Source: an optimization exercise on an open RTL-to-GDS flow (aim: small area, a short achievable clock period and few clock cycles per item). Production flows keep margins and buffers that such runs may drop. RTL that was checked went through simulation tests only; none was proved equivalent to the original. No functional check of the RTL was part of run 2.

### design/flow/config.mk
export PLATFORM = sky130hd
export DESIGN_NAME = geofence
export DESIGN_NICKNAME = geofence
export VERILOG_FILES = /design/flow/design.v
export SDC_FILE = /design/flow/constraint.sdc
export NUM_CORES = 4
export LEC_CHECK = 0
export ABC_CLOCK_PERIOD_IN_PS = 4000
export CAP_MARGIN = 20
export CORE_MARGIN = 2
export CORE_UTILIZATION = 40
export SLEW_MARGIN = 20
export SYNTH_HIERARCHICAL = 1
### design/flow/constraint.sdc
create_clock -name core_clock -period 12.0 [get_ports {clk}]
set_input_delay 2.4000 -clock core_clock [delete_from_list [all_inputs] [get_ports {clk}]]
set_output_delay 2.4000 -clock core_clock [all_outputs]
set_load 0.01 [all_outputs]
### design/flow/design.v
module geofence (clk, reset, X, Y, valid, is_inside);
input clk;
input reset;
input [9:0] X;
input [9:0] Y;
output valid;
output is_inside;
reg  [3:0] cnt;       
reg  [9:0] px, py;
reg  [9:0] dmx, dmy, rmx, rmy, lmx, lmy;    
reg        dsx, dsy, rsx, rsy, lsx, lsy;    
reg        in_flag;
wire [10:0] ex = {1'b0, X} - {1'b0, px};
wire [10:0] ey = {1'b0, Y} - {1'b0, py};
wire        nx = ex[10], ny = ey[10];
wire [9:0]  ox, oy;
assign ox[0] = 1'b0;
assign oy[0] = 1'b0;
genvar j;
generate
    for (j = 1; j < 10; j = j + 1) begin : g_abs
        assign ox[j] = ox[j-1] | ex[j-1];
        assign oy[j] = oy[j-1] | ey[j-1];
    end
endgenerate
wire        zx = ~(ox[9] | ex[9]), zy = ~(oy[9] | ey[9]);    
always @(posedge clk) begin
    dmx <= ex[9:0] ^ ({10{nx}} & ox);
    dmy <= ey[9:0] ^ ({10{ny}} & oy);
    dsx <= nx | (zx & ny);
    dsy <= ny | (zy & ~nx);
end
wire tie = ~dsy;
wire npa, nql;
wire pa = ~npa, ql = ~nql;
cross_pos u_a (.usx(rsx), .umx(rmx), .usy(rsy), .umy(rmy),
               .wsx(dsx), .wmx(dmx), .wsy(dsy), .wmy(dmy), .tie(tie), .npos(npa));
cross_pos u_b (.usx(lsx), .umx(lmx), .usy(lsy), .umy(lmy),
               .wsx(dsx), .wmx(dmx), .wsy(dsy), .wmy(dmy), .tie(tie), .npos(nql));
wire pb = ~ql;        
always @(posedge clk or posedge reset) begin
    if (reset)            cnt <= 4'd0;
    else if (cnt[3])      cnt <= 4'd0;
    else                  cnt <= cnt + 4'd1;
end
wire first = (cnt == 4'd2);
always @(posedge clk) begin
    if (cnt == 4'd0) begin
        px <= X;
        py <= Y;
    end
    if (first || (!pa && pb)) begin
        rmx <= dmx; rsx <= dsx; rmy <= dmy; rsy <= dsy;
    end
    if (first || (pa && !pb)) begin
        lmx <= dmx; lsx <= dsx; lmy <= dmy; lsy <= dsy;
    end
    if (first)                          in_flag <= 1'b0;
    else if (!pa && !pb)               in_flag <= 1'b1;
end
assign valid = cnt[3];
assign is_inside = in_flag;
endmodule
module cross_pos (usx, umx, usy, umy, wsx, wmx, wsy, wmy, tie, npos);
input usx, usy, wsx, wsy, tie;
input [9:0] umx, umy, wmx, wmy;
output npos;            
wire sa = usx ^ wsy;    
wire sb = usy ^ wsx;    
wire t = tie ^ sa;      
wire nsa = ~sa;
wire k1;
wire k2;
wire k3;
wire k4;
wire k5;
wire k6;
wire k7;
wire k8;
wire k9;
wire k10;
wire k11;
wire k12;
wire k13;
wire k14;
wire k15;
wire k16;
wire k17;
wire k18;
wire k19;
wire k20;
wire k21;
wire k22;
wire k23;
wire k24;
wire k25;
wire k26;
wire k27;
wire k28;
wire k29;
wire k30;
wire k31;
wire k32;
wire k33;
wire k34;
wire k35;
wire k36;
wire k37;
wire k38;
wire k39;
wire k40;
wire k41;
wire k42;
wire k43;
wire k44;
wire k45;
wire k46;
wire k47;
wire k48;
wire k49;
wire k50;
wire k51;
wire k52;
wire k53;
wire k54;
wire k55;
wire k56;
wire k57;
wire k58;
wire k59;
wire k60;
wire k61;
wire k62;
wire k63;
wire k64;
wire k65;
wire k66;
wire k67;
wire k68;
wire k69;
wire k70;
wire k71;
wire k72;
wire k73;
wire k74;
wire k75;
wire k76;
wire k77;
wire k78;
wire k79;
wire k80;
wire k81;
wire k82;
wire k83;
wire k84;
wire k85;
wire k86;
wire k87;
wire k88;
wire k89;
wire k90;
wire k91;
wire k92;
wire k93;
wire k94;
wire k95;
wire k96;
wire k97;
wire k98;
wire k99;
wire k100;
wire k101;
wire k102;
wire k103;
wire k104;
wire k105;
wire k106;
wire k107;
wire k108;
wire k109;
wire k110;
wire k111;
wire k112;
wire k113;
wire k114;
wire k115;
wire k116;
wire k117;
wire k118;
wire k119;
wire k120;
wire k121;
wire k122;
wire k123;
wire k124;
wire k125;
wire k126;
wire k127;
wire k128;
wire k129;
wire k130;
wire k131;
wire k132;
wire k133;
wire k134;
wire k135;
wire k136;
wire k137;
wire k138;
wire k139;
wire k140;
wire k141;
wire k142;
wire k143;
wire k144;
wire k145;
wire k146;
wire k147;
wire k148;
wire k149;
wire k150;
wire k151;
wire k152;
wire k153;
wire k154;
wire k155;
wire k156;
wire k157;
wire k158;
wire k159;
wire k160;
wire k161;
wire k162;
wire k163;
wire k164;
wire k165;
wire k166;
wire k167;
wire k168;
wire k169;
wire k170;
wire k171;
wire k172;
wire k173;
wire k174;
wire k175;
wire k176;
wire k177;
wire k178;
wire k179;
wire k180;
wire k181;
wire k182;
wire k183;
wire k184;
wire k185;
wire k186;
wire k187;
wire k188;
wire k189;
wire k190;
wire k191;
wire k192;
wire k193;
wire k194;
wire k195;
wire k196;
wire k197;
wire k198;
wire k199;
wire k200;
wire k201;
wire k202;
wire k203;
wire k204;
wire k205;
wire k206;
wire k207;
wire k208;
wire k209;
wire k210;
wire k211;
wire k212;
wire k213;
wire k214;
wire k215;
wire k216;
wire k217;
wire k218;
wire k219;
wire k220;
wire k221;
wire k222;
wire k223;
wire k224;
wire k225;
wire k226;
wire k227;
wire s228;
wire c229;
wire s230;
wire c231;
wire k232;
wire k233;
wire s234;
wire c235;
wire s236;
wire c237;
wire s238;
wire c239;
wire s240;
wire c241;
wire s242;
wire c243;
wire s244;
wire c245;
wire s246;
wire c247;
wire s248;
wire c249;
wire s250;
wire c251;
wire s252;
wire c253;
wire s254;
wire c255;
wire s256;
wire c257;
wire s258;
wire c259;
wire s260;
wire c261;
wire s262;
wire c263;
wire s264;
wire c265;
wire s266;
wire c267;
wire s268;
wire c269;
wire s270;
wire c271;
wire s272;
wire c273;
wire s274;
wire c275;
wire s276;
wire c277;
wire s278;
wire c279;
wire s280;
wire c281;
wire s282;
wire c283;
wire k284;
wire k285;
wire k286;
wire k287;
wire s288;
wire c289;
wire s290;
wire c291;
wire s292;
wire c293;
wire s294;
wire c295;
wire s296;
wire c297;
wire s298;
wire c299;
wire s300;
wire c301;
wire s302;
wire c303;
wire s304;
wire c305;
wire s306;
wire c307;
wire s308;
wire c309;
wire s310;
wire c311;
wire s312;
wire c313;
wire s314;
wire c315;
wire s316;
wire c317;
wire s318;
wire c319;
wire s320;
wire c321;
wire s322;
wire c323;
wire s324;
wire c325;
wire s326;
wire c327;
wire s328;
wire c329;
wire s330;
wire c331;
wire s332;
wire c333;
wire s334;
wire c335;
wire s336;
wire c337;
wire s338;
wire c339;
wire s340;
wire c341;
wire s342;
wire c343;
wire s344;
wire c345;
wire s346;
wire c347;
wire s348;
wire c349;
wire s350;
wire c351;
wire s352;
wire c353;
wire s354;
wire c355;
wire s356;
wire c357;
wire s358;
wire c359;
wire s360;
wire c361;
wire s362;
wire c363;
wire k364;
wire k365;
wire k366;
wire s367;
wire c368;
wire s369;
wire c370;
wire s371;
wire c372;
wire s373;
wire c374;
wire s375;
wire c376;
wire s377;
wire c378;
wire s379;
wire c380;
wire s381;
wire c382;
wire s383;
wire c384;
wire s385;
wire c386;
wire s387;
wire c388;
wire s389;
wire c390;
wire s391;
wire c392;
wire s393;
wire c394;
wire s395;
wire c396;
wire s397;
wire c398;
wire s399;
wire c400;
wire s401;
wire c402;
wire s403;
wire c404;
wire s405;
wire c406;
wire s407;
wire c408;
wire s409;
wire c410;
wire s411;
wire c412;
wire s413;
wire c414;
wire s415;
wire c416;
wire s417;
wire c418;
wire s419;
wire c420;
wire s421;
wire c422;
wire s423;
wire c424;
wire s425;
wire c426;
wire s427;
wire c428;
wire s429;
wire c430;
wire s431;
wire c432;
wire s433;
wire c434;
wire s435;
wire c436;
wire s437;
wire c438;
wire s439;
wire c440;
wire s441;
wire c442;
wire s443;
wire c444;
wire k445;
wire s446;
wire c447;
wire s448;
wire c449;
wire s450;
wire c451;
wire s452;
wire c453;
wire s454;
wire c455;
wire s456;
wire c457;
wire s458;
wire c459;
wire s460;
wire c461;
wire s462;
wire c463;
wire s464;
wire c465;
wire s466;
wire c467;
wire s468;
wire c469;
wire s470;
wire c471;
wire s472;
wire c473;
wire s474;
wire c475;
wire s476;
wire c477;
wire s478;
wire c479;
wire s480;
wire c481;
wire s482;
wire c483;
wire s484;
wire c485;
wire s486;
wire c487;
wire s488;
wire c489;
wire s490;
wire c491;
wire s492;
wire c493;
wire s494;
wire c495;
wire s496;
wire c497;
wire s498;
wire c499;
wire s500;
wire c501;
wire s502;
wire c503;
wire s504;
wire c505;
wire s506;
wire c507;
wire s508;
wire c509;
wire s510;
wire c511;
wire s512;
wire c513;
wire s514;
wire c515;
wire s516;
wire c517;
wire s518;
wire c519;
wire s520;
wire c521;
wire s522;
wire c523;
wire s524;
wire c525;
wire s526;
wire c527;
wire s528;
wire c529;
wire s530;
wire c531;
wire s532;
wire c533;
wire s534;
wire c535;
wire s536;
wire c537;
wire s538;
wire c539;
wire s540;
wire c541;
wire s542;
wire c543;
wire s544;
wire c545;
wire s546;
wire c547;
wire s548;
wire c549;
wire s550;
wire c551;
wire s552;
wire c553;
wire s554;
wire c555;
wire s556;
wire c557;
wire s558;
wire c559;
wire s560;
wire c561;
wire s562;
wire c563;
wire s564;
wire c565;
wire s566;
wire c567;
wire s568;
wire c569;
wire s570;
wire c571;
wire s572;
wire c573;
wire s574;
wire c575;
wire s576;
wire c577;
wire s578;
wire c579;
wire s580;
wire c581;
wire s582;
wire c583;
wire k584;
wire k585;
wire k586;
wire k587;
wire k588;
wire k589;
wire k590;
wire k591;
wire k592;
wire k593;
wire k594;
wire k595;
wire k596;
wire k597;
wire k598;
wire k599;
wire k600;
wire k601;
wire k602;
wire k603;
wire k604;
wire k605;
wire k606;
wire k607;
wire k608;
wire k609;
wire k610;
wire k611;
wire k612;
wire k613;
wire k614;
wire k615;
wire k616;
wire k617;
wire k618;
wire k619;
wire k620;
wire k621;
wire k622;
wire k623;
wire k624;
wire k625;
wire k626;
wire k627;
wire k628;
wire k629;
wire k630;
wire k631;
wire k632;
wire k633;
wire k634;
wire k635;
wire k636;
wire k637;
wire k638;
wire k639;
wire k640;
wire k641;
wire k642;
wire k643;
wire k644;
wire k645;
wire k646;
wire k647;
wire k648;
wire k649;
wire k650;
wire k651;
wire k652;
wire k653;
wire k654;
wire k655;
wire k656;
wire k657;
wire k658;
wire k659;
inv_cell uk1 (.a(umx[0]), .y(k1));
inv_cell uk2 (.a(umx[1]), .y(k2));
inv_cell uk3 (.a(umx[2]), .y(k3));
inv_cell uk4 (.a(umx[3]), .y(k4));
inv_cell uk5 (.a(umx[4]), .y(k5));
inv_cell uk6 (.a(umx[5]), .y(k6));
inv_cell uk7 (.a(umx[6]), .y(k7));
inv_cell uk8 (.a(umx[7]), .y(k8));
inv_cell uk9 (.a(umx[8]), .y(k9));
inv_cell uk10 (.a(umx[9]), .y(k10));
inv_cell uk11 (.a(wmy[0]), .y(k11));
inv_cell uk12 (.a(wmy[1]), .y(k12));
inv_cell uk13 (.a(wmy[2]), .y(k13));
inv_cell uk14 (.a(wmy[3]), .y(k14));
inv_cell uk15 (.a(wmy[4]), .y(k15));
inv_cell uk16 (.a(wmy[5]), .y(k16));
inv_cell uk17 (.a(wmy[6]), .y(k17));
inv_cell uk18 (.a(wmy[7]), .y(k18));
inv_cell uk19 (.a(wmy[8]), .y(k19));
inv_cell uk20 (.a(wmy[9]), .y(k20));
nor2_cell uk21 (.a(k1), .b(k11), .y(k21));
nand2_cell uk22 (.a(umy[0]), .b(wmx[0]), .y(k22));
nor2_cell uk23 (.a(k1), .b(k12), .y(k23));
nand2_cell uk24 (.a(umy[0]), .b(wmx[1]), .y(k24));
nor2_cell uk25 (.a(k1), .b(k13), .y(k25));
nand2_cell uk26 (.a(umy[0]), .b(wmx[2]), .y(k26));
nor2_cell uk27 (.a(k1), .b(k14), .y(k27));
nand2_cell uk28 (.a(umy[0]), .b(wmx[3]), .y(k28));
nor2_cell uk29 (.a(k1), .b(k15), .y(k29));
nand2_cell uk30 (.a(umy[0]), .b(wmx[4]), .y(k30));
nor2_cell uk31 (.a(k1), .b(k16), .y(k31));
nand2_cell uk32 (.a(umy[0]), .b(wmx[5]), .y(k32));
nor2_cell uk33 (.a(k1), .b(k17), .y(k33));
nand2_cell uk34 (.a(umy[0]), .b(wmx[6]), .y(k34));
nor2_cell uk35 (.a(k1), .b(k18), .y(k35));
nand2_cell uk36 (.a(umy[0]), .b(wmx[7]), .y(k36));
nor2_cell uk37 (.a(k1), .b(k19), .y(k37));
nand2_cell uk38 (.a(umy[0]), .b(wmx[8]), .y(k38));
nor2_cell uk39 (.a(k1), .b(k20), .y(k39));
nand2_cell uk40 (.a(umy[0]), .b(wmx[9]), .y(k40));
nor2_cell uk41 (.a(k2), .b(k11), .y(k41));
nand2_cell uk42 (.a(umy[1]), .b(wmx[0]), .y(k42));
nor2_cell uk43 (.a(k2), .b(k12), .y(k43));
nand2_cell uk44 (.a(umy[1]), .b(wmx[1]), .y(k44));
nor2_cell uk45 (.a(k2), .b(k13), .y(k45));
nand2_cell uk46 (.a(umy[1]), .b(wmx[2]), .y(k46));
nor2_cell uk47 (.a(k2), .b(k14), .y(k47));
nand2_cell uk48 (.a(umy[1]), .b(wmx[3]), .y(k48));
nor2_cell uk49 (.a(k2), .b(k15), .y(k49));
nand2_cell uk50 (.a(umy[1]), .b(wmx[4]), .y(k50));
nor2_cell uk51 (.a(k2), .b(k16), .y(k51));
nand2_cell uk52 (.a(umy[1]), .b(wmx[5]), .y(k52));
nor2_cell uk53 (.a(k2), .b(k17), .y(k53));
nand2_cell uk54 (.a(umy[1]), .b(wmx[6]), .y(k54));
nor2_cell uk55 (.a(k2), .b(k18), .y(k55));
nand2_cell uk56 (.a(umy[1]), .b(wmx[7]), .y(k56));
nor2_cell uk57 (.a(k2), .b(k19), .y(k57));
nand2_cell uk58 (.a(umy[1]), .b(wmx[8]), .y(k58));
nor2_cell uk59 (.a(k2), .b(k20), .y(k59));
nand2_cell uk60 (.a(umy[1]), .b(wmx[9]), .y(k60));
nor2_cell uk61 (.a(k3), .b(k11), .y(k61));
nand2_cell uk62 (.a(umy[2]), .b(wmx[0]), .y(k62));
nor2_cell uk63 (.a(k3), .b(k12), .y(k63));
nand2_cell uk64 (.a(umy[2]), .b(wmx[1]), .y(k64));
nor2_cell uk65 (.a(k3), .b(k13), .y(k65));
nand2_cell uk66 (.a(umy[2]), .b(wmx[2]), .y(k66));
nor2_cell uk67 (.a(k3), .b(k14), .y(k67));
nand2_cell uk68 (.a(umy[2]), .b(wmx[3]), .y(k68));
nor2_cell uk69 (.a(k3), .b(k15), .y(k69));
nand2_cell uk70 (.a(umy[2]), .b(wmx[4]), .y(k70));
nor2_cell uk71 (.a(k3), .b(k16), .y(k71));
nand2_cell uk72 (.a(umy[2]), .b(wmx[5]), .y(k72));
nor2_cell uk73 (.a(k3), .b(k17), .y(k73));
nand2_cell uk74 (.a(umy[2]), .b(wmx[6]), .y(k74));
nor2_cell uk75 (.a(k3), .b(k18), .y(k75));
nand2_cell uk76 (.a(umy[2]), .b(wmx[7]), .y(k76));
nor2_cell uk77 (.a(k3), .b(k19), .y(k77));
nand2_cell uk78 (.a(umy[2]), .b(wmx[8]), .y(k78));
nor2_cell uk79 (.a(k3), .b(k20), .y(k79));
nand2_cell uk80 (.a(umy[2]), .b(wmx[9]), .y(k80));
nor2_cell uk81 (.a(k4), .b(k11), .y(k81));
nand2_cell uk82 (.a(umy[3]), .b(wmx[0]), .y(k82));
nor2_cell uk83 (.a(k4), .b(k12), .y(k83));
nand2_cell uk84 (.a(umy[3]), .b(wmx[1]), .y(k84));
nor2_cell uk85 (.a(k4), .b(k13), .y(k85));
nand2_cell uk86 (.a(umy[3]), .b(wmx[2]), .y(k86));
nor2_cell uk87 (.a(k4), .b(k14), .y(k87));
nand2_cell uk88 (.a(umy[3]), .b(wmx[3]), .y(k88));
nor2_cell uk89 (.a(k4), .b(k15), .y(k89));
nand2_cell uk90 (.a(umy[3]), .b(wmx[4]), .y(k90));
nor2_cell uk91 (.a(k4), .b(k16), .y(k91));
nand2_cell uk92 (.a(umy[3]), .b(wmx[5]), .y(k92));
nor2_cell uk93 (.a(k4), .b(k17), .y(k93));
nand2_cell uk94 (.a(umy[3]), .b(wmx[6]), .y(k94));
nor2_cell uk95 (.a(k4), .b(k18), .y(k95));
nand2_cell uk96 (.a(umy[3]), .b(wmx[7]), .y(k96));
nor2_cell uk97 (.a(k4), .b(k19), .y(k97));
nand2_cell uk98 (.a(umy[3]), .b(wmx[8]), .y(k98));
nor2_cell uk99 (.a(k4), .b(k20), .y(k99));
nand2_cell uk100 (.a(umy[3]), .b(wmx[9]), .y(k100));
nor2_cell uk101 (.a(k5), .b(k11), .y(k101));
nand2_cell uk102 (.a(umy[4]), .b(wmx[0]), .y(k102));
nor2_cell uk103 (.a(k5), .b(k12), .y(k103));
nand2_cell uk104 (.a(umy[4]), .b(wmx[1]), .y(k104));
nor2_cell uk105 (.a(k5), .b(k13), .y(k105));
nand2_cell uk106 (.a(umy[4]), .b(wmx[2]), .y(k106));
nor2_cell uk107 (.a(k5), .b(k14), .y(k107));
nand2_cell uk108 (.a(umy[4]), .b(wmx[3]), .y(k108));
nor2_cell uk109 (.a(k5), .b(k15), .y(k109));
nand2_cell uk110 (.a(umy[4]), .b(wmx[4]), .y(k110));
nor2_cell uk111 (.a(k5), .b(k16), .y(k111));
nand2_cell uk112 (.a(umy[4]), .b(wmx[5]), .y(k112));
nor2_cell uk113 (.a(k5), .b(k17), .y(k113));
nand2_cell uk114 (.a(umy[4]), .b(wmx[6]), .y(k114));
nor2_cell uk115 (.a(k5), .b(k18), .y(k115));
nand2_cell uk116 (.a(umy[4]), .b(wmx[7]), .y(k116));
nor2_cell uk117 (.a(k5), .b(k19), .y(k117));
nand2_cell uk118 (.a(umy[4]), .b(wmx[8]), .y(k118));
nor2_cell uk119 (.a(k5), .b(k20), .y(k119));
nand2_cell uk120 (.a(umy[4]), .b(wmx[9]), .y(k120));
nor2_cell uk121 (.a(k6), .b(k11), .y(k121));
nand2_cell uk122 (.a(umy[5]), .b(wmx[0]), .y(k122));
nor2_cell uk123 (.a(k6), .b(k12), .y(k123));
nand2_cell uk124 (.a(umy[5]), .b(wmx[1]), .y(k124));
nor2_cell uk125 (.a(k6), .b(k13), .y(k125));
nand2_cell uk126 (.a(umy[5]), .b(wmx[2]), .y(k126));
nor2_cell uk127 (.a(k6), .b(k14), .y(k127));
nand2_cell uk128 (.a(umy[5]), .b(wmx[3]), .y(k128));
nor2_cell uk129 (.a(k6), .b(k15), .y(k129));
nand2_cell uk130 (.a(umy[5]), .b(wmx[4]), .y(k130));
nor2_cell uk131 (.a(k6), .b(k16), .y(k131));
nand2_cell uk132 (.a(umy[5]), .b(wmx[5]), .y(k132));
nor2_cell uk133 (.a(k6), .b(k17), .y(k133));
nand2_cell uk134 (.a(umy[5]), .b(wmx[6]), .y(k134));
nor2_cell uk135 (.a(k6), .b(k18), .y(k135));
nand2_cell uk136 (.a(umy[5]), .b(wmx[7]), .y(k136));
nor2_cell uk137 (.a(k6), .b(k19), .y(k137));
nand2_cell uk138 (.a(umy[5]), .b(wmx[8]), .y(k138));
nor2_cell uk139 (.a(k6), .b(k20), .y(k139));
nand2_cell uk140 (.a(umy[5]), .b(wmx[9]), .y(k140));
nor2_cell uk141 (.a(k7), .b(k11), .y(k141));
nand2_cell uk142 (.a(umy[6]), .b(wmx[0]), .y(k142));
nor2_cell uk143 (.a(k7), .b(k12), .y(k143));
nand2_cell uk144 (.a(umy[6]), .b(wmx[1]), .y(k144));
nor2_cell uk145 (.a(k7), .b(k13), .y(k145));
nand2_cell uk146 (.a(umy[6]), .b(wmx[2]), .y(k146));
nor2_cell uk147 (.a(k7), .b(k14), .y(k147));
nand2_cell uk148 (.a(umy[6]), .b(wmx[3]), .y(k148));
nor2_cell uk149 (.a(k7), .b(k15), .y(k149));
nand2_cell uk150 (.a(umy[6]), .b(wmx[4]), .y(k150));
nor2_cell uk151 (.a(k7), .b(k16), .y(k151));
nand2_cell uk152 (.a(umy[6]), .b(wmx[5]), .y(k152));
nor2_cell uk153 (.a(k7), .b(k17), .y(k153));
nand2_cell uk154 (.a(umy[6]), .b(wmx[6]), .y(k154));
nor2_cell uk155 (.a(k7), .b(k18), .y(k155));
nand2_cell uk156 (.a(umy[6]), .b(wmx[7]), .y(k156));
nor2_cell uk157 (.a(k7), .b(k19), .y(k157));
nand2_cell uk158 (.a(umy[6]), .b(wmx[8]), .y(k158));
nor2_cell uk159 (.a(k7), .b(k20), .y(k159));
nand2_cell uk160 (.a(umy[6]), .b(wmx[9]), .y(k160));
nor2_cell uk161 (.a(k8), .b(k11), .y(k161));
nand2_cell uk162 (.a(umy[7]), .b(wmx[0]), .y(k162));
nor2_cell uk163 (.a(k8), .b(k12), .y(k163));
nand2_cell uk164 (.a(umy[7]), .b(wmx[1]), .y(k164));
nor2_cell uk165 (.a(k8), .b(k13), .y(k165));
nand2_cell uk166 (.a(umy[7]), .b(wmx[2]), .y(k166));
nor2_cell uk167 (.a(k8), .b(k14), .y(k167));
nand2_cell uk168 (.a(umy[7]), .b(wmx[3]), .y(k168));
nor2_cell uk169 (.a(k8), .b(k15), .y(k169));
nand2_cell uk170 (.a(umy[7]), .b(wmx[4]), .y(k170));
nor2_cell uk171 (.a(k8), .b(k16), .y(k171));
nand2_cell uk172 (.a(umy[7]), .b(wmx[5]), .y(k172));
nor2_cell uk173 (.a(k8), .b(k17), .y(k173));
nand2_cell uk174 (.a(umy[7]), .b(wmx[6]), .y(k174));
nor2_cell uk175 (.a(k8), .b(k18), .y(k175));
nand2_cell uk176 (.a(umy[7]), .b(wmx[7]), .y(k176));
nor2_cell uk177 (.a(k8), .b(k19), .y(k177));
nand2_cell uk178 (.a(umy[7]), .b(wmx[8]), .y(k178));
nor2_cell uk179 (.a(k8), .b(k20), .y(k179));
nand2_cell uk180 (.a(umy[7]), .b(wmx[9]), .y(k180));
nor2_cell uk181 (.a(k9), .b(k11), .y(k181));
nand2_cell uk182 (.a(umy[8]), .b(wmx[0]), .y(k182));
nor2_cell uk183 (.a(k9), .b(k12), .y(k183));
nand2_cell uk184 (.a(umy[8]), .b(wmx[1]), .y(k184));
nor2_cell uk185 (.a(k9), .b(k13), .y(k185));
nand2_cell uk186 (.a(umy[8]), .b(wmx[2]), .y(k186));
nor2_cell uk187 (.a(k9), .b(k14), .y(k187));
nand2_cell uk188 (.a(umy[8]), .b(wmx[3]), .y(k188));
nor2_cell uk189 (.a(k9), .b(k15), .y(k189));
nand2_cell uk190 (.a(umy[8]), .b(wmx[4]), .y(k190));
nor2_cell uk191 (.a(k9), .b(k16), .y(k191));
nand2_cell uk192 (.a(umy[8]), .b(wmx[5]), .y(k192));
nor2_cell uk193 (.a(k9), .b(k17), .y(k193));
nand2_cell uk194 (.a(umy[8]), .b(wmx[6]), .y(k194));
nor2_cell uk195 (.a(k9), .b(k18), .y(k195));
nand2_cell uk196 (.a(umy[8]), .b(wmx[7]), .y(k196));
nor2_cell uk197 (.a(k9), .b(k19), .y(k197));
nand2_cell uk198 (.a(umy[8]), .b(wmx[8]), .y(k198));
nor2_cell uk199 (.a(k9), .b(k20), .y(k199));
nand2_cell uk200 (.a(umy[8]), .b(wmx[9]), .y(k200));
nor2_cell uk201 (.a(k10), .b(k11), .y(k201));
nand2_cell uk202 (.a(umy[9]), .b(wmx[0]), .y(k202));
nor2_cell uk203 (.a(k10), .b(k12), .y(k203));
nand2_cell uk204 (.a(umy[9]), .b(wmx[1]), .y(k204));
nor2_cell uk205 (.a(k10), .b(k13), .y(k205));
nand2_cell uk206 (.a(umy[9]), .b(wmx[2]), .y(k206));
nor2_cell uk207 (.a(k10), .b(k14), .y(k207));
nand2_cell uk208 (.a(umy[9]), .b(wmx[3]), .y(k208));
nor2_cell uk209 (.a(k10), .b(k15), .y(k209));
nand2_cell uk210 (.a(umy[9]), .b(wmx[4]), .y(k210));
nor2_cell uk211 (.a(k10), .b(k16), .y(k211));
nand2_cell uk212 (.a(umy[9]), .b(wmx[5]), .y(k212));
nor2_cell uk213 (.a(k10), .b(k17), .y(k213));
nand2_cell uk214 (.a(umy[9]), .b(wmx[6]), .y(k214));
nor2_cell uk215 (.a(k10), .b(k18), .y(k215));
nand2_cell uk216 (.a(umy[9]), .b(wmx[7]), .y(k216));
nor2_cell uk217 (.a(k10), .b(k19), .y(k217));
nand2_cell uk218 (.a(umy[9]), .b(wmx[8]), .y(k218));
nor2_cell uk219 (.a(k10), .b(k20), .y(k219));
nand2_cell uk220 (.a(umy[9]), .b(wmx[9]), .y(k220));
xnor2_cell uk221 (.a(k111), .b(k112), .y(k221));
or2_cell uk222 (.a(k111), .b(k112), .y(k222));
inv_cell uk223 (.a(k113), .y(k223));
xnor2_cell uk224 (.a(k105), .b(k106), .y(k224));
or2_cell uk225 (.a(k105), .b(k106), .y(k225));
xnor2_cell uk226 (.a(k107), .b(k108), .y(k226));
or2_cell uk227 (.a(k107), .b(k108), .y(k227));
fa_cell us228 (.a(k125), .b(k126), .c(k143), .s(s228), .co(c229));
assign s230 = k144 ^ k161;
assign c231 = k144 & k161;
xnor2_cell uk232 (.a(k109), .b(k110), .y(k232));
or2_cell uk233 (.a(k109), .b(k110), .y(k233));
fa_cell us234 (.a(k127), .b(k128), .c(k145), .s(s234), .co(c235));
fa_cell us236 (.a(k146), .b(k163), .c(k164), .s(s236), .co(c237));
fa_cell us238 (.a(k181), .b(k182), .c(k37), .s(s238), .co(c239));
assign s240 = k38 ^ k55;
assign c241 = k38 & k55;
fa_cell us242 (.a(k129), .b(k130), .c(k147), .s(s242), .co(c243));
fa_cell us244 (.a(k148), .b(k165), .c(k166), .s(s244), .co(c245));
fa_cell us246 (.a(k183), .b(k184), .c(k201), .s(s246), .co(c247));
fa_cell us248 (.a(k202), .b(k39), .c(k40), .s(s248), .co(c249));
fa_cell us250 (.a(k57), .b(k58), .c(k75), .s(s250), .co(c251));
assign s252 = k76 ^ k93;
assign c253 = k76 & k93;
fa_cell us254 (.a(k114), .b(k131), .c(k132), .s(s254), .co(c255));
fa_cell us256 (.a(k149), .b(k150), .c(k167), .s(s256), .co(c257));
fa_cell us258 (.a(k168), .b(k185), .c(k186), .s(s258), .co(c259));
fa_cell us260 (.a(k203), .b(k204), .c(k59), .s(s260), .co(c261));
fa_cell us262 (.a(k60), .b(k77), .c(k78), .s(s262), .co(c263));
fa_cell us264 (.a(k95), .b(k96), .c(k222), .s(s264), .co(c265));
fa_cell us266 (.a(k115), .b(k116), .c(k133), .s(s266), .co(c267));
fa_cell us268 (.a(k134), .b(k151), .c(k152), .s(s268), .co(c269));
fa_cell us270 (.a(k169), .b(k170), .c(k187), .s(s270), .co(c271));
fa_cell us272 (.a(k188), .b(k205), .c(k206), .s(s272), .co(c273));
fa_cell us274 (.a(k79), .b(k80), .c(k97), .s(s274), .co(c275));
fa_cell us276 (.a(k100), .b(k117), .c(k118), .s(s276), .co(c277));
fa_cell us278 (.a(k135), .b(k136), .c(k153), .s(s278), .co(c279));
fa_cell us280 (.a(k154), .b(k171), .c(k172), .s(s280), .co(c281));
fa_cell us282 (.a(k119), .b(k120), .c(k137), .s(s282), .co(c283));
xnor2_cell uk284 (.a(k101), .b(k102), .y(k284));
or2_cell uk285 (.a(k101), .b(k102), .y(k285));
xnor2_cell uk286 (.a(k103), .b(k104), .y(k286));
or2_cell uk287 (.a(k103), .b(k104), .y(k287));
fa_cell us288 (.a(k121), .b(k122), .c(k31), .s(s288), .co(c289));
assign s290 = k32 ^ k49;
assign c291 = k32 & k49;
fa_cell us292 (.a(k123), .b(k124), .c(k141), .s(s292), .co(c293));
fa_cell us294 (.a(k142), .b(k33), .c(k34), .s(s294), .co(c295));
fa_cell us296 (.a(k51), .b(k52), .c(k69), .s(s296), .co(c297));
assign s298 = k70 ^ k87;
assign c299 = k70 & k87;
fa_cell us300 (.a(k162), .b(k35), .c(k36), .s(s300), .co(c301));
fa_cell us302 (.a(k53), .b(k54), .c(k71), .s(s302), .co(c303));
fa_cell us304 (.a(k72), .b(k89), .c(k90), .s(s304), .co(c305));
fa_cell us306 (.a(k225), .b(k226), .c(s230), .s(s306), .co(c307));
fa_cell us308 (.a(k56), .b(k73), .c(k74), .s(s308), .co(c309));
fa_cell us310 (.a(k91), .b(k92), .c(k227), .s(s310), .co(c311));
fa_cell us312 (.a(c231), .b(k232), .c(s240), .s(s312), .co(c313));
fa_cell us314 (.a(c229), .b(s234), .c(s236), .s(s314), .co(c315));
fa_cell us316 (.a(k94), .b(k233), .c(c241), .s(s316), .co(c317));
fa_cell us318 (.a(k221), .b(s252), .c(c235), .s(s318), .co(c319));
fa_cell us320 (.a(c237), .b(c239), .c(s242), .s(s320), .co(c321));
fa_cell us322 (.a(s244), .b(s246), .c(s248), .s(s322), .co(c323));
fa_cell us324 (.a(c253), .b(k223), .c(c243), .s(s324), .co(c325));
fa_cell us326 (.a(c245), .b(c247), .c(c249), .s(s326), .co(c327));
fa_cell us328 (.a(c251), .b(s254), .c(s256), .s(s328), .co(c329));
fa_cell us330 (.a(s258), .b(s260), .c(s262), .s(s330), .co(c331));
fa_cell us332 (.a(k98), .b(k113), .c(c255), .s(s332), .co(c333));
fa_cell us334 (.a(c257), .b(c259), .c(c261), .s(s334), .co(c335));
fa_cell us336 (.a(c263), .b(s266), .c(s268), .s(s336), .co(c337));
fa_cell us338 (.a(s270), .b(s272), .c(s274), .s(s338), .co(c339));
fa_cell us340 (.a(k189), .b(k190), .c(k207), .s(s340), .co(c341));
fa_cell us342 (.a(k208), .b(k99), .c(c267), .s(s342), .co(c343));
fa_cell us344 (.a(c269), .b(c271), .c(c273), .s(s344), .co(c345));
fa_cell us346 (.a(c275), .b(s276), .c(s278), .s(s346), .co(c347));
fa_cell us348 (.a(k138), .b(k155), .c(k156), .s(s348), .co(c349));
fa_cell us350 (.a(k173), .b(k174), .c(k191), .s(s350), .co(c351));
fa_cell us352 (.a(k192), .b(k209), .c(k210), .s(s352), .co(c353));
fa_cell us354 (.a(c277), .b(c279), .c(c281), .s(s354), .co(c355));
fa_cell us356 (.a(k139), .b(k140), .c(k157), .s(s356), .co(c357));
fa_cell us358 (.a(k158), .b(k175), .c(k176), .s(s358), .co(c359));
fa_cell us360 (.a(k193), .b(k194), .c(k211), .s(s360), .co(c361));
fa_cell us362 (.a(k159), .b(k160), .c(k177), .s(s362), .co(c363));
inv_cell uk364 (.a(k25), .y(k364));
xnor2_cell uk365 (.a(k27), .b(k28), .y(k365));
or2_cell uk366 (.a(k27), .b(k28), .y(k366));
fa_cell us367 (.a(k45), .b(k46), .c(k63), .s(s367), .co(c368));
fa_cell us369 (.a(k29), .b(k30), .c(k47), .s(s369), .co(c370));
fa_cell us371 (.a(k48), .b(k65), .c(k66), .s(s371), .co(c372));
assign s373 = k83 ^ k84;
assign c374 = k83 & k84;
fa_cell us375 (.a(k50), .b(k67), .c(k68), .s(s375), .co(c376));
fa_cell us377 (.a(k85), .b(k86), .c(k285), .s(s377), .co(c378));
fa_cell us379 (.a(k286), .b(s290), .c(s288), .s(s379), .co(c380));
fa_cell us381 (.a(k88), .b(k287), .c(c291), .s(s381), .co(c382));
fa_cell us383 (.a(k224), .b(s298), .c(c289), .s(s383), .co(c384));
fa_cell us385 (.a(s292), .b(s294), .c(s296), .s(s385), .co(c386));
fa_cell us387 (.a(c299), .b(c293), .c(c295), .s(s387), .co(c388));
fa_cell us389 (.a(c297), .b(s228), .c(s300), .s(s389), .co(c390));
fa_cell us391 (.a(s302), .b(s304), .c(s306), .s(s391), .co(c392));
fa_cell us393 (.a(c301), .b(c303), .c(c305), .s(s393), .co(c394));
fa_cell us395 (.a(s238), .b(s308), .c(s310), .s(s395), .co(c396));
fa_cell us397 (.a(c307), .b(s312), .c(s314), .s(s397), .co(c398));
fa_cell us399 (.a(c309), .b(s250), .c(c311), .s(s399), .co(c400));
fa_cell us401 (.a(c313), .b(s316), .c(c315), .s(s401), .co(c402));
fa_cell us403 (.a(s318), .b(s320), .c(s322), .s(s403), .co(c404));
fa_cell us405 (.a(c317), .b(s264), .c(c319), .s(s405), .co(c406));
fa_cell us407 (.a(c321), .b(c323), .c(s324), .s(s407), .co(c408));
fa_cell us409 (.a(s326), .b(s328), .c(s330), .s(s409), .co(c410));
fa_cell us411 (.a(c265), .b(c325), .c(c327), .s(s411), .co(c412));
fa_cell us413 (.a(c329), .b(c331), .c(s332), .s(s413), .co(c414));
fa_cell us415 (.a(s334), .b(s336), .c(s338), .s(s415), .co(c416));
fa_cell us417 (.a(s280), .b(s340), .c(c333), .s(s417), .co(c418));
fa_cell us419 (.a(c335), .b(c337), .c(c339), .s(s419), .co(c420));
fa_cell us421 (.a(s342), .b(s344), .c(s346), .s(s421), .co(c422));
fa_cell us423 (.a(c341), .b(s282), .c(s348), .s(s423), .co(c424));
fa_cell us425 (.a(s350), .b(s352), .c(c343), .s(s425), .co(c426));
fa_cell us427 (.a(c345), .b(c347), .c(s354), .s(s427), .co(c428));
fa_cell us429 (.a(k212), .b(c283), .c(c349), .s(s429), .co(c430));
fa_cell us431 (.a(c351), .b(c353), .c(s356), .s(s431), .co(c432));
fa_cell us433 (.a(s358), .b(s360), .c(c355), .s(s433), .co(c434));
fa_cell us435 (.a(k178), .b(k195), .c(k196), .s(s435), .co(c436));
fa_cell us437 (.a(k213), .b(k214), .c(c357), .s(s437), .co(c438));
fa_cell us439 (.a(c359), .b(c361), .c(s362), .s(s439), .co(c440));
fa_cell us441 (.a(k179), .b(k180), .c(k197), .s(s441), .co(c442));
fa_cell us443 (.a(k198), .b(k215), .c(k216), .s(s443), .co(c444));
inv_cell uk445 (.a(k23), .y(k445));
fa_cell us446 (.a(k26), .b(k43), .c(k44), .s(s446), .co(c447));
assign s448 = k61 ^ k62;
assign c449 = k61 & k62;
fa_cell us450 (.a(k64), .b(k81), .c(k82), .s(s450), .co(c451));
fa_cell us452 (.a(k25), .b(k365), .c(s367), .s(s452), .co(c453));
fa_cell us454 (.a(k366), .b(k284), .c(s373), .s(s454), .co(c455));
fa_cell us456 (.a(c368), .b(s369), .c(s371), .s(s456), .co(c457));
fa_cell us458 (.a(c374), .b(c370), .c(c372), .s(s458), .co(c459));
fa_cell us460 (.a(s375), .b(s377), .c(s379), .s(s460), .co(c461));
fa_cell us462 (.a(c376), .b(c378), .c(s381), .s(s462), .co(c463));
fa_cell us464 (.a(c380), .b(s383), .c(s385), .s(s464), .co(c465));
fa_cell us466 (.a(c382), .b(c384), .c(c386), .s(s466), .co(c467));
fa_cell us468 (.a(s387), .b(s389), .c(s391), .s(s468), .co(c469));
fa_cell us470 (.a(c388), .b(c390), .c(s393), .s(s470), .co(c471));
fa_cell us472 (.a(s395), .b(c392), .c(s397), .s(s472), .co(c473));
fa_cell us474 (.a(c394), .b(c396), .c(s399), .s(s474), .co(c475));
fa_cell us476 (.a(c398), .b(s401), .c(s403), .s(s476), .co(c477));
fa_cell us478 (.a(c400), .b(c402), .c(s405), .s(s478), .co(c479));
fa_cell us480 (.a(c404), .b(s407), .c(s409), .s(s480), .co(c481));
fa_cell us482 (.a(c406), .b(c408), .c(s411), .s(s482), .co(c483));
fa_cell us484 (.a(c410), .b(s413), .c(s415), .s(s484), .co(c485));
fa_cell us486 (.a(c412), .b(c414), .c(s417), .s(s486), .co(c487));
fa_cell us488 (.a(c416), .b(s419), .c(s421), .s(s488), .co(c489));
fa_cell us490 (.a(s423), .b(c418), .c(c420), .s(s490), .co(c491));
fa_cell us492 (.a(s425), .b(c422), .c(s427), .s(s492), .co(c493));
fa_cell us494 (.a(c424), .b(s429), .c(s431), .s(s494), .co(c495));
fa_cell us496 (.a(c426), .b(c428), .c(s433), .s(s496), .co(c497));
fa_cell us498 (.a(s435), .b(c430), .c(c432), .s(s498), .co(c499));
fa_cell us500 (.a(s437), .b(s439), .c(c434), .s(s500), .co(c501));
fa_cell us502 (.a(c363), .b(c436), .c(s441), .s(s502), .co(c503));
fa_cell us504 (.a(s443), .b(c438), .c(c440), .s(s504), .co(c505));
fa_cell us506 (.a(k199), .b(k200), .c(k217), .s(s506), .co(c507));
fa_cell us508 (.a(k218), .b(c442), .c(c444), .s(s508), .co(c509));
assign s510 = k24 ^ k41;
assign c511 = k24 & k41;
fa_cell us512 (.a(k23), .b(k364), .c(s448), .s(s512), .co(c513));
fa_cell us514 (.a(c449), .b(c447), .c(s450), .s(s514), .co(c515));
fa_cell us516 (.a(c451), .b(s454), .c(c453), .s(s516), .co(c517));
fa_cell us518 (.a(c455), .b(c457), .c(s458), .s(s518), .co(c519));
fa_cell us520 (.a(c459), .b(s462), .c(c461), .s(s520), .co(c521));
fa_cell us522 (.a(c463), .b(c465), .c(s466), .s(s522), .co(c523));
fa_cell us524 (.a(c467), .b(s470), .c(c469), .s(s524), .co(c525));
fa_cell us526 (.a(c471), .b(s474), .c(c473), .s(s526), .co(c527));
fa_cell us528 (.a(c475), .b(s478), .c(c477), .s(s528), .co(c529));
fa_cell us530 (.a(c479), .b(s482), .c(c481), .s(s530), .co(c531));
fa_cell us532 (.a(c483), .b(s486), .c(c485), .s(s532), .co(c533));
fa_cell us534 (.a(c487), .b(s490), .c(c489), .s(s534), .co(c535));
fa_cell us536 (.a(s494), .b(c491), .c(c493), .s(s536), .co(c537));
fa_cell us538 (.a(c495), .b(s498), .c(s500), .s(s538), .co(c539));
fa_cell us540 (.a(s502), .b(c499), .c(s504), .s(s540), .co(c541));
fa_cell us542 (.a(s506), .b(c503), .c(s508), .s(s542), .co(c543));
fa_cell us544 (.a(k219), .b(k220), .c(c507), .s(s544), .co(c545));
assign s546 = t ^ k21;
assign c547 = t & k21;
fa_cell us548 (.a(k42), .b(k445), .c(s510), .s(s548), .co(c549));
fa_cell us550 (.a(c511), .b(s446), .c(s512), .s(s550), .co(c551));
fa_cell us552 (.a(c513), .b(s452), .c(s514), .s(s552), .co(c553));
fa_cell us554 (.a(c515), .b(s456), .c(s516), .s(s554), .co(c555));
fa_cell us556 (.a(c517), .b(s518), .c(s460), .s(s556), .co(c557));
fa_cell us558 (.a(c519), .b(s464), .c(s520), .s(s558), .co(c559));
fa_cell us560 (.a(s468), .b(c521), .c(s522), .s(s560), .co(c561));
fa_cell us562 (.a(c523), .b(s472), .c(s524), .s(s562), .co(c563));
fa_cell us564 (.a(s476), .b(c525), .c(s526), .s(s564), .co(c565));
fa_cell us566 (.a(s480), .b(c527), .c(s528), .s(s566), .co(c567));
fa_cell us568 (.a(s484), .b(c529), .c(s530), .s(s568), .co(c569));
fa_cell us570 (.a(s488), .b(c531), .c(s532), .s(s570), .co(c571));
fa_cell us572 (.a(s492), .b(c533), .c(s534), .s(s572), .co(c573));
fa_cell us574 (.a(s496), .b(s536), .c(c535), .s(s574), .co(c575));
fa_cell us576 (.a(c497), .b(s538), .c(c537), .s(s576), .co(c577));
fa_cell us578 (.a(c501), .b(s540), .c(c539), .s(s578), .co(c579));
fa_cell us580 (.a(c505), .b(s542), .c(c541), .s(s580), .co(c581));
fa_cell us582 (.a(c509), .b(s544), .c(c543), .s(s582), .co(c583));
nand2_cell uk584 (.a(s546), .b(k22), .y(k584));
nand2_cell uk585 (.a(c547), .b(s548), .y(k585));
nor2_cell uk586 (.a(c547), .b(s548), .y(k586));
nand2_cell uk587 (.a(c549), .b(s550), .y(k587));
nor2_cell uk588 (.a(c549), .b(s550), .y(k588));
nand2_cell uk589 (.a(c551), .b(s552), .y(k589));
nor2_cell uk590 (.a(c551), .b(s552), .y(k590));
nand2_cell uk591 (.a(c553), .b(s554), .y(k591));
nor2_cell uk592 (.a(c553), .b(s554), .y(k592));
nand2_cell uk593 (.a(c555), .b(s556), .y(k593));
nor2_cell uk594 (.a(c555), .b(s556), .y(k594));
nand2_cell uk595 (.a(c557), .b(s558), .y(k595));
nor2_cell uk596 (.a(c557), .b(s558), .y(k596));
nand2_cell uk597 (.a(c559), .b(s560), .y(k597));
nor2_cell uk598 (.a(c559), .b(s560), .y(k598));
nand2_cell uk599 (.a(c561), .b(s562), .y(k599));
nor2_cell uk600 (.a(c561), .b(s562), .y(k600));
nand2_cell uk601 (.a(c563), .b(s564), .y(k601));
nor2_cell uk602 (.a(c563), .b(s564), .y(k602));
nand2_cell uk603 (.a(c565), .b(s566), .y(k603));
nor2_cell uk604 (.a(c565), .b(s566), .y(k604));
nand2_cell uk605 (.a(c567), .b(s568), .y(k605));
nor2_cell uk606 (.a(c567), .b(s568), .y(k606));
nand2_cell uk607 (.a(c569), .b(s570), .y(k607));
nor2_cell uk608 (.a(c569), .b(s570), .y(k608));
nand2_cell uk609 (.a(c571), .b(s572), .y(k609));
nor2_cell uk610 (.a(c571), .b(s572), .y(k610));
nand2_cell uk611 (.a(c573), .b(s574), .y(k611));
nor2_cell uk612 (.a(c573), .b(s574), .y(k612));
nand2_cell uk613 (.a(c575), .b(s576), .y(k613));
nor2_cell uk614 (.a(c575), .b(s576), .y(k614));
nand2_cell uk615 (.a(c577), .b(s578), .y(k615));
nor2_cell uk616 (.a(c577), .b(s578), .y(k616));
nand2_cell uk617 (.a(c579), .b(s580), .y(k617));
nor2_cell uk618 (.a(c579), .b(s580), .y(k618));
nand2_cell uk619 (.a(c581), .b(s582), .y(k619));
nor2_cell uk620 (.a(c581), .b(s582), .y(k620));
nand2_cell uk621 (.a(c583), .b(c545), .y(k621));
nor2_cell uk622 (.a(c583), .b(c545), .y(k622));
oai21_cell uk623 (.a1(k622), .a2(k619), .b1(k621), .y(k623));
nor2_cell uk624 (.a(k622), .b(k620), .y(k624));
oai21_cell uk625 (.a1(k618), .a2(k615), .b1(k617), .y(k625));
nor2_cell uk626 (.a(k618), .b(k616), .y(k626));
oai21_cell uk627 (.a1(k614), .a2(k611), .b1(k613), .y(k627));
nor2_cell uk628 (.a(k614), .b(k612), .y(k628));
oai21_cell uk629 (.a1(k610), .a2(k607), .b1(k609), .y(k629));
nor2_cell uk630 (.a(k610), .b(k608), .y(k630));
oai21_cell uk631 (.a1(k606), .a2(k603), .b1(k605), .y(k631));
nor2_cell uk632 (.a(k606), .b(k604), .y(k632));
oai21_cell uk633 (.a1(k602), .a2(k599), .b1(k601), .y(k633));
nor2_cell uk634 (.a(k602), .b(k600), .y(k634));
oai21_cell uk635 (.a1(k598), .a2(k595), .b1(k597), .y(k635));
nor2_cell uk636 (.a(k598), .b(k596), .y(k636));
oai21_cell uk637 (.a1(k594), .a2(k591), .b1(k593), .y(k637));
nor2_cell uk638 (.a(k594), .b(k592), .y(k638));
oai21_cell uk639 (.a1(k590), .a2(k587), .b1(k589), .y(k639));
nor2_cell uk640 (.a(k590), .b(k588), .y(k640));
oai21_cell uk641 (.a1(k586), .a2(k584), .b1(k585), .y(k641));
aoi21_cell uk642 (.a1(k624), .a2(k625), .b1(k623), .y(k642));
nand2_cell uk643 (.a(k624), .b(k626), .y(k643));
aoi21_cell uk644 (.a1(k628), .a2(k629), .b1(k627), .y(k644));
nand2_cell uk645 (.a(k628), .b(k630), .y(k645));
aoi21_cell uk646 (.a1(k632), .a2(k633), .b1(k631), .y(k646));
nand2_cell uk647 (.a(k632), .b(k634), .y(k647));
aoi21_cell uk648 (.a1(k636), .a2(k637), .b1(k635), .y(k648));
nand2_cell uk649 (.a(k636), .b(k638), .y(k649));
aoi21_cell uk650 (.a1(k640), .a2(k641), .b1(k639), .y(k650));
oai21_cell uk651 (.a1(k643), .a2(k644), .b1(k642), .y(k651));
nor2_cell uk652 (.a(k643), .b(k645), .y(k652));
oai21_cell uk653 (.a1(k647), .a2(k648), .b1(k646), .y(k653));
nor2_cell uk654 (.a(k647), .b(k649), .y(k654));
inv_cell uk655 (.a(k650), .y(k655));
aoi21_cell uk656 (.a1(k652), .a2(k653), .b1(k651), .y(k656));
nand2_cell uk657 (.a(k652), .b(k654), .y(k657));
inv_cell uk658 (.a(k655), .y(k658));
oai21_cell uk659 (.a1(k657), .a2(k658), .b1(k656), .y(k659));
mux2i_cell u_sel (.s(k659), .a1(nsa), .a0(sb), .y(npos));
endmodule
module xnor2_cell (a, b, y);
input a, b;
output y;
assign y = ~(a ^ b);
endmodule
module or2_cell (a, b, y);
input a, b;
output y;
assign y = a | b;
endmodule
module nand2_cell (a, b, y);
input a, b;
output y;
assign y = ~(a & b);
endmodule
module nor2_cell (a, b, y);
input a, b;
output y;
assign y = ~(a | b);
endmodule
module inv_cell (a, y);
input a;
output y;
assign y = ~a;
endmodule
module aoi21_cell (a1, a2, b1, y);
input a1, a2, b1;
output y;
assign y = ~((a1 & a2) | b1);
endmodule
module oai21_cell (a1, a2, b1, y);
input a1, a2, b1;
output y;
assign y = ~((a1 | a2) & b1);
endmodule
module mux2i_cell (s, a1, a0, y);
input s, a1, a0;
output y;
assign y = ~(s ? a1 : a0);
endmodule
module fa_cell (a, b, c, s, co);
input a, b, c;
output s, co;
assign s = a ^ b ^ c;
assign co = (a & b) | (a & c) | (b & c);
endmodule
### design/flow/flow/run.sh
#!/bin/bash
set -euo pipefail
bash standard.sh SETUP_SLACK_MARGIN=6.25 "BUFFER_PORTS_ARGS=-buffer_cell sky130_fd_sc_hd__buf_1" finish > standard.log 2>&1
### design/flow/standard.sh
#!/bin/bash
# synth_recipe.tcl (not shown) runs the flow's synth.tcl, then flattens the netlist and writes it again
# the make line also repeats each setting of config.mk as NAME=value (left out here)
make -C /OpenROAD-flow-scripts/flow DESIGN_CONFIG=/design/flow/config.mk WORK_HOME=/design/flow/orfs CLKGATE_MAP_FILE= SYNTH_SCRIPT=/design/flow/synth_recipe.tcl "${@:-finish}"
==> summary.txt, run 1 <==
Timing
  • Setup TNS: 0 ns
  • Final Cycle Share: 46.3%
  • Max Freq: 0.180 GHz
  • Final hold slack: roughly 0.46 ns
  • Relative slew slack: roughly a quarter
  • Post-layout minimum cycle time: approximately 5.6 ns
  • Final Hold Vio Count: 0
  • Clock Skew: approximately 0.005 ns
  • Setup violators final: 0
  • RSZ-0062 raised after global routing: no
  • Max Slew Vio Count: 0
  • Worst-margin pin slew: 1.11 ns

Die
  • Die area: 35100 sq um
  • # IOs: 24
  • Die W: 187 um
  • Die height: 187 um
  • Std cell rows: 67
  • Initial Utilization: between 40% and 50%
  • Core area: between 30000 and 40000 sq um

Route
  • Final ANT Viol Nets: 0
  • Wirelength per Cell: 18.7 um
  • Residual DRC: 0
  • Routed vias: 9561
  • Iter 0 DRT Violations: 791
  • Detailed-router iteration count before antenna repair: 5
  • Final WL: 34.1 mm
  • Number of vias per cell: 5.23

GRT
  • Vias in the first global route: roughly 11k
  • Gr ovfl total: 0
  • Pin count of the biggest net entering global routing: 23
  • GRT Resource Usage Total: 20.3%
  • Antenna violations before repair: 0
  • First-pass GRT wire length: 55.7 mm

Placement
  • Port Buffers: 23
  • DP HPWL: between 20 and 30 mm
  • Placed inst area: 14200 sq um
  • Routability Congestion: about 0.85

Logic synthesis
  • Post-Syn Area per Cell: 10.5 sq um
  • Async SR Flop Fraction: 4.40%
  • Count of cell types in the netlist: 57
  • Mapped Area: around 13000 sq um
  • Sequential area share after synthesis: 18.5%
  • Synthesis-stage register bit count: 91
  • Synth Net Count: 1676
  • Number of synthesized flops with an enable pin: 64
  • Synth Warn #: 7
  • Synth Instances: 1283
  • Post-synth top flop: edfxtp_1

Run
  • Max-cap violations: 0

Cells and area
  • Diode count: 0
  • Most frequent cells in the layout: fa_1 (330), nor2_1 (277), nand2_1 (271)
  • Finished layout cell area: 15100 sq um
  • Share of cells above drive strength 1: 9.93%
  • Fillers: 3094
  • Commonest non-fill, non-tap cell in the layout: fa_1
  • Final Net Count: 1767
  • Layout overhead on the synthesized area: 12.3%

Worst setup path
  • Kind of critical path: reg2reg
  • R2r startpoint: rmy[1]
  • Worst Path Required: 12.00 ns
  • Critical path launch point type: flop
  • Max Fanout on Critical Path: 11
  • CP Data Arrival Time: between 5 and 6 ns
  • CP Capture Type: flop
  • Worst Setup SP: rmy[1]

Clocking
  • Clk pin slew, worst setup/hold paths: 0.07 ns
  • Total CTS buffers: 9
  • CTS tree: done
  • Worst-skew pair later-pin latency: 0.33 ns
  • Buffer levels on the longest clock path: 2
  • Hold_buf cts: 0
  • Clk sinks: 91
  • H-Tree Depth: 3
  • Root Buffer: clkbuf_16

Outcome
  • Status: complete, no violations

Worst hold path
  • HP Start: cnt[0]
  • Hold WC Path Type: reg2reg
[metal layers]
layer / routed length [um] / GRT usage [%]
met4: 681 / 6.27
met5: 0 / 0
met2: 17000 / 34.5
met3: 2270 / 2.44
met1: 14200 / 27.4
[Yosys stat by module (local to each module, per instance)]
module	copies in the design	flops+latches
fa_cell	328	0
nor2_cell	260	0
mux2i_cell	2	0
nand2_cell	250	0
geofence	1	91
aoi21_cell	12	0
oai21_cell	26	0
inv_cell	50	0
xnor2_cell	14	0
or2_cell	14	0
cross_pos	2	0
[cells in the mapped netlist, types with 2 or more instances]
library cell / count / area (sq um)
o21ai_0: 4 / 20.0
or2_1: 16 / 100
xnor2_1: 36 / 315
nand2_1: 271 / 1020
edfxtp_1: 64 / 1920
dfrtp_1: 4 / 100
mux2i_1: 3 / 30.0
xor2_1: 9 / 78.8
and3_1: 2 / 12.5
nand3_1: 2 / 10.0
o21ai_1: 28 / 140
ha_1: 41 / 513
fa_1: 330 / 6610
xor3_1: 2 / 47.6
a21o_2: 2 / 17.5
nor3_1: 5 / 25.0
a31oi_1: 2 / 12.5
nor2b_1: 5 / 31.3
a211o_1: 2 / 17.5
o21a_1: 4 / 30.0
o211a_1: 2 / 20.0
dfxtp_1: 23 / 460
nand2b_1: 3 / 18.8
inv_1: 80 / 300
o211ai_1: 3 / 22.5
a21oi_1: 15 / 75.1
o22ai_1: 2 / 12.5
nor3b_1: 2 / 15.0
nor2_1: 278 / 1040
a211oi_1: 2 / 15.0
nor4_1: 2 / 12.5
a21oi_2: 12 / 105
a21o_1: 3 / 22.5
[kinds of logic after synthesis]
| kind of cell | count (synthesis) | share of synthesized area (%) |
|---|---|---|
| AO/OA/AOI/OAI | 94 | 4.95 |
| XOR/XNOR | 49 | 3.61 |
| adder cells (fa/ha/maj) | 371 | 52.9 |
| buffers and inverters | 81 | 2.27 |
| flip-flops | 91 | 18.5 |
| multiplexers | 4 | 0.391 |
| AND/OR/NAND/NOR | 593 | 17.4 |
[flip-flops by register name, summed over array words and instances, names as in the netlist]
| name | count |
|---|---|
| lmx | 10 |
| px | 10 |
| dmx | 10 |
| rmx | 10 |
| rsx | 1 |
| in_flag | 1 |
| rmy | 10 |
| rsy | 1 |
| cnt | 4 |
| dsx | 1 |
| lmy | 10 |
| dsy | 1 |
| dmy | 10 |
| lsx | 1 |
| lsy | 1 |
| py | 10 |
[per-stage QoR]
stage	setup slack, ns	utilization (%)	std cells
after floorplan	6.58	-	1283
after global placement	5.50	42.6	1761
after detailed placement	5.41	42.6	1761
after CTS	6.25	44.0	1788
after global routing	6.21	45.4	1827
final	6.44	45.4	1827
[area by class of cell]
class / instances / area (sq um) / share of cell area (%)
clock buffers: 10 / 229 / 1.52
multi-input cells: 1113 / 10800 / 71.3
well taps: 448 / 561 / 3.71
clock inverters: 6 / 71.3 / 0.472
flip-flops and latches: 91 / 2510 / 16.6
repair buffers: 79 / 589 / 3.90
inverters: 80 / 375 / 2.49
[path summary, 6_finish.rpt]
path,endpoint,slack (ns),cells past startpoint
setup / recovery,lmy[1],6.44,16
hold / removal,cnt[0],0.46,1
setup reg to reg,lmy[1],6.44,16
min in group asynchronous,cnt[0],1.91,2
max in group asynchronous,cnt[2],9.94,2
hold reg to reg,cnt[0],0.46,1
[worst max-delay path, cell delays in order, from the launching register on]
cell      delay [ns]
edfxtp_1        0.69
nand2_1         0.17
fa_1            0.57
fa_1            0.45
fa_1            0.47
fa_1            0.39
fa_1            0.46
fa_1            0.54
nor2_1          0.07
nor2_1          0.17
nand2_1         0.12
nor2_2          0.17
nand2_1         0.12
o21ai_4         0.21
mux2i_4         0.11
buf_4           0.17
o21bai_4        0.32
[timing repair]
| action | 4_1_cts | 5_1_grt |
|---|---|---|
| resized for setup | 24 | 29 |
| cloned | 2 | 0 |
| setup endpoints to repair | 45 | 45 |
| pin swaps | 1 | 1 |
| buffers inserted | 9 | 39 |
Testbench counts, summed over its fixed seeds: cycles 10,800, objects 1,200.
==> run 2, diff against run 1 <==
--- a/design/flow/design.v
+++ b/design/flow/design.v
@@ -44,23 +44,36 @@
     else                  cnt <= cnt + 4'd1;
 end
 wire first = (cnt == 4'd2);
+wire en_rx, en_ry, en_lx, en_ly;
+en_cell u_enrx (.first(first), .a(npa), .b(nql), .y(en_rx));
+en_cell u_enry (.first(first), .a(npa), .b(nql), .y(en_ry));
+en_n_cell u_enlx (.first(first), .a(npa), .b(nql), .y(en_lx));
+en_n_cell u_enly (.first(first), .a(npa), .b(nql), .y(en_ly));
 always @(posedge clk) begin
     if (cnt == 4'd0) begin
         px <= X;
         py <= Y;
     end
-    if (first || (!pa && pb)) begin
-        rmx <= dmx; rsx <= dsx; rmy <= dmy; rsy <= dsy;
-    end
-    if (first || (pa && !pb)) begin
-        lmx <= dmx; lsx <= dsx; lmy <= dmy; lsy <= dsy;
-    end
+    if (en_rx) begin rmx <= dmx; rsx <= dsx; end
+    if (en_ry) begin rmy <= dmy; rsy <= dsy; end
+    if (en_lx) begin lmx <= dmx; lsx <= dsx; end
+    if (en_ly) begin lmy <= dmy; lsy <= dsy; end
     if (first)                          in_flag <= 1'b0;
     else if (!pa && !pb)               in_flag <= 1'b1;
 end
 assign valid = cnt[3];
 assign is_inside = in_flag;
 endmodule
+module en_cell (first, a, b, y);
+input first, a, b;
+output y;
+assign y = first | (a & b);
+endmodule
+module en_n_cell (first, a, b, y);
+input first, a, b;
+output y;
+assign y = first | ~(a | b);
+endmodule
 module cross_pos (usx, umx, usy, umy, wsx, wmx, wsy, wmy, tie, npos);
 input usx, usy, wsx, wsy, tie;
 input [9:0] umx, umy, wmx, wmy;
==> design/flow/flow/run.sh (replaced) <==
#!/bin/bash
set -euo pipefail
bash standard.sh SETUP_SLACK_MARGIN=6.25 finish > standard.log 2>&1
==> run 2 against run 1 <==
Still clean on timing, DRC and antenna. Via count shrank 0.38%. Maximum frequency about the same. First-iteration DRC count decreased by 8.3%. Synthesized cell count rose by 0.16%. Flip-flop and latch count unchanged. Die area increased by 0.11%. Critical path depth grew 2. Clock-buffer cell count increased by 4.
==> summary.txt, run 2 <==
GRT
  • GRT Resource Usage Total: between 20% and 30%
  • Gr ovfl total: 0
  • Vias in the first global route: about 11k
  • First-pass GRT wire length: 55.3 mm
  • Pin count of the biggest net entering global routing: 23
  • Antenna violations before repair: 0

Timing
  • Final hold slack: approximately 0.47 ns
  • Max Slew Vio Count: 0
  • Relative slew slack: 27.7%
  • Final Cycle Share: ~46%
  • Setup violators final: 0
  • RSZ-0062 raised after global routing: yes
  • Max Freq: 0.180 GHz
  • Worst-margin pin slew: 1.08 ns
  • Final Hold Vio Count: 0
  • Post-layout minimum cycle time: 5.56 ns
  • Clock Skew: 0.00714 ns
  • Setup TNS: 0 ns

Worst setup path
  • Worst Path Required: 12.10 ns
  • CP Data Arrival Time: between 5 and 6 ns
  • Max Fanout on Critical Path: 11
  • CP Capture Type: flop
  • CP Cell Sequence: inv_1 -> nor2_1 -> fa_1 -> fa_1 -> fa_1 -> fa_1 -> fa_1 -> fa_1 -> nor2_1 -> nor2_1 -> nand2_1 -> nor2_1 -> nand2_1 -> o21ai_2 -> mux2i_4 -> buf_4 -> o21bai_4 -> buf_12
  • Delay-heaviest family, CP: adder cells
  • Slowest-stage cell, CP: fa_1
  • WP buf/inv: 3
  • CP peak stage delay: 0.53 ns
  • Kind of critical path: reg2reg
  • Critical path launch point type: flop
  • Most frequent CP cell: fa_1

Die
  • Core area: 33400 sq um
  • Initial Utilization: 40.4%
  • Die W: 187 um
  • # IOs: 24
  • Die height: 187 um
  • Die area: 35100 sq um
  • Std cell rows: 67

Outcome
  • Status: complete, no violations

Placement
  • Placed inst area: roughly 14000 sq um
  • Routability Congestion: 0.867
  • Port Buffers: 23
  • Placed Instances: 1764
  • DP HPWL: 25.8 mm

Cells and area
  • Diode count: 0
  • Fillers: 3177
  • Area occupied by multi-input gates: 10800 sq um
  • FF/Latch Area: between 2000 and 3000 sq um
  • Most frequent cells in the layout: fa_1 (330), nor2_1 (278), nand2_1 (271)
  • Layout overhead on the synthesized area: 12.7%
  • Finished layout cell area: 15200 sq um
  • Final Non-Filler Cells: 1825
  • Commonest non-fill, non-tap cell in the layout: fa_1
  • Share of cells above drive strength 1: 9.51%
  • Final core occ: 45.5%
  • Final Net Count: 1765

Route
  • Final WL: approximately 34 mm
  • Final ANT Viol Nets: 0
  • Routed vias: 9525
  • Number of vias per cell: 5.22
  • Iter 0 DRT Violations: roughly 730
  • Residual DRC: 0
  • Detailed-router iteration count before antenna repair: 5
  • Wirelength per Cell: 18.5 um

Logic synthesis
  • Dominant cell by count in the synthesized netlist: fa_1
  • Synth Instances: ~1.3k
  • Yosys top cell area share: 49.1%
  • Synth area leader: fa_1
  • Async SR Flop Fraction: between 4 and 5%
  • Post-synth top flop: edfxtp_1
  • Count of cell types in the netlist: 57
  • Top cells by count, synth: fa_1 (330), nor2_1 (278), nand2_1 (271)
  • Mapped Area: 13500 sq um
  • Synth Net Count: around 1.7k
  • Post-Syn Area per Cell: 10.5 sq um
  • Synth area leaders: fa_1 (49%), edfxtp_1 (14%), nor2_1 (7.7%)
  • Synth Warn #: 7
  • Synthesis-stage register bit count: 91
  • Sequential area share after synthesis: approximately 18%
  • Number of synthesized flops with an enable pin: 64

Clocking
  • H-Tree Depth: 3
  • Clk pin slew, worst setup/hold paths: 0.06 ns
  • CTS tree: done
  • Buffer levels on the longest clock path: 2
  • Hold_buf cts: 0
  • Worst-skew pair later-pin latency: 0.34 ns
  • Clk sinks: 91
  • Total CTS buffers: 9
  • Root Buffer: clkbuf_16

Run
  • Max-cap violations: 0

Worst hold path
  • Hold WC Path Type: reg2reg
## run 2: cell count changes after synthesis, sizes merged
cell,previous run,this run
a21o,5,6
o21bai,1,2
## run 2: final cells by class
class                   count  area share (%)
flip-flops and latches     91            16.5
clock inverters             2          0.0907
multi-input cells        1113            70.8
well taps                 448            3.69
clock buffers              14            1.95
repair buffers             77            4.44
inverters                  80            2.47
## run 2: metrics by stage
| stage | setup WS (ns) |
|---|---|
| global placement | 5.66 |
| floorplan | 6.69 |
| finish | 6.44 |
| CTS | 6.26 |
| detailed placement | 5.41 |
| global route | 6.21 |
## run 2: worst paths after layout
kind	from	to	slack, ns	cells after the start
setup reg to reg	dmy[5]	lmy[1]	6.44	18
min in group asynchronous	reset	cnt[1]	2.23	2
max in group asynchronous	reset	cnt[3]	9.61	2
hold / removal	cnt[0]	cnt[0]	0.47	1
setup / recovery	dmy[5]	lmy[1]	6.44	18
hold reg to reg	cnt[0]	cnt[0]	0.47	1
## run 2: cells by family after synthesis
family          share of synthesized area, %
fa+ha+maj                               52.9
compound gates                          5.05
mux                                    0.390
simple gates                            17.4
flops                                   18.4
xor+xnor                                3.61
buf+inv                                 2.27
## run 2: repair_timing
action                     CTS  global route
setup buffers                5            40
hold endpoints to repair     0             0
setup endpoints to repair   45            45
pin swaps                    0             1
gates resized for setup     14            36
## run 2: Yosys stat by module, one instance, submodules excluded, a selection
module | area, sq um | times used
geofence | 3990 | 1
fa_cell | 20.0 | 328
mux2i_cell | 10.0 | 2
aoi21_cell | 8.76 | 12
en_n_cell | 7.51 | 2
en_cell | 7.51 | 2
oai21_cell | 5.00 | 26
nor2_cell | 3.75 | 260
inv_cell | 3.75 | 50
## run 2: layer usage
metal	GRT usage, %	vias up	share of wire, %
met1	26.7	4860	41
met2	34.3	370	50
met3	3.04	65	6.8
met5	0	-	0
met4	6.00	0	2.7
li1	-	4230	-

-- port drivers added, routing unchanged --
No port has a modelled driver above. Below, the same layouts with a new extraction and two added sets of constraints.
Step 1, drivers: a clkbuf_16 drives clk and a buf_2 each remaining input, both assumed.
Step 2 also shifts input and output timing later by t, the mid clock arrival at the registers, as if the neighbouring blocks saw the same clock.
Three values: ideal, step 1, step 2; two values: the first two.
run | shift t [ns] | slack for setup (ns) | worst setup path after step 2
run 1 | 0.367 | 6.439 / 6.439 / 6.439 | register to register
run 2 | 0.376 | 6.445 / 6.445 / 6.445 | register to register
After both steps setup and hold are still met in every run listed.
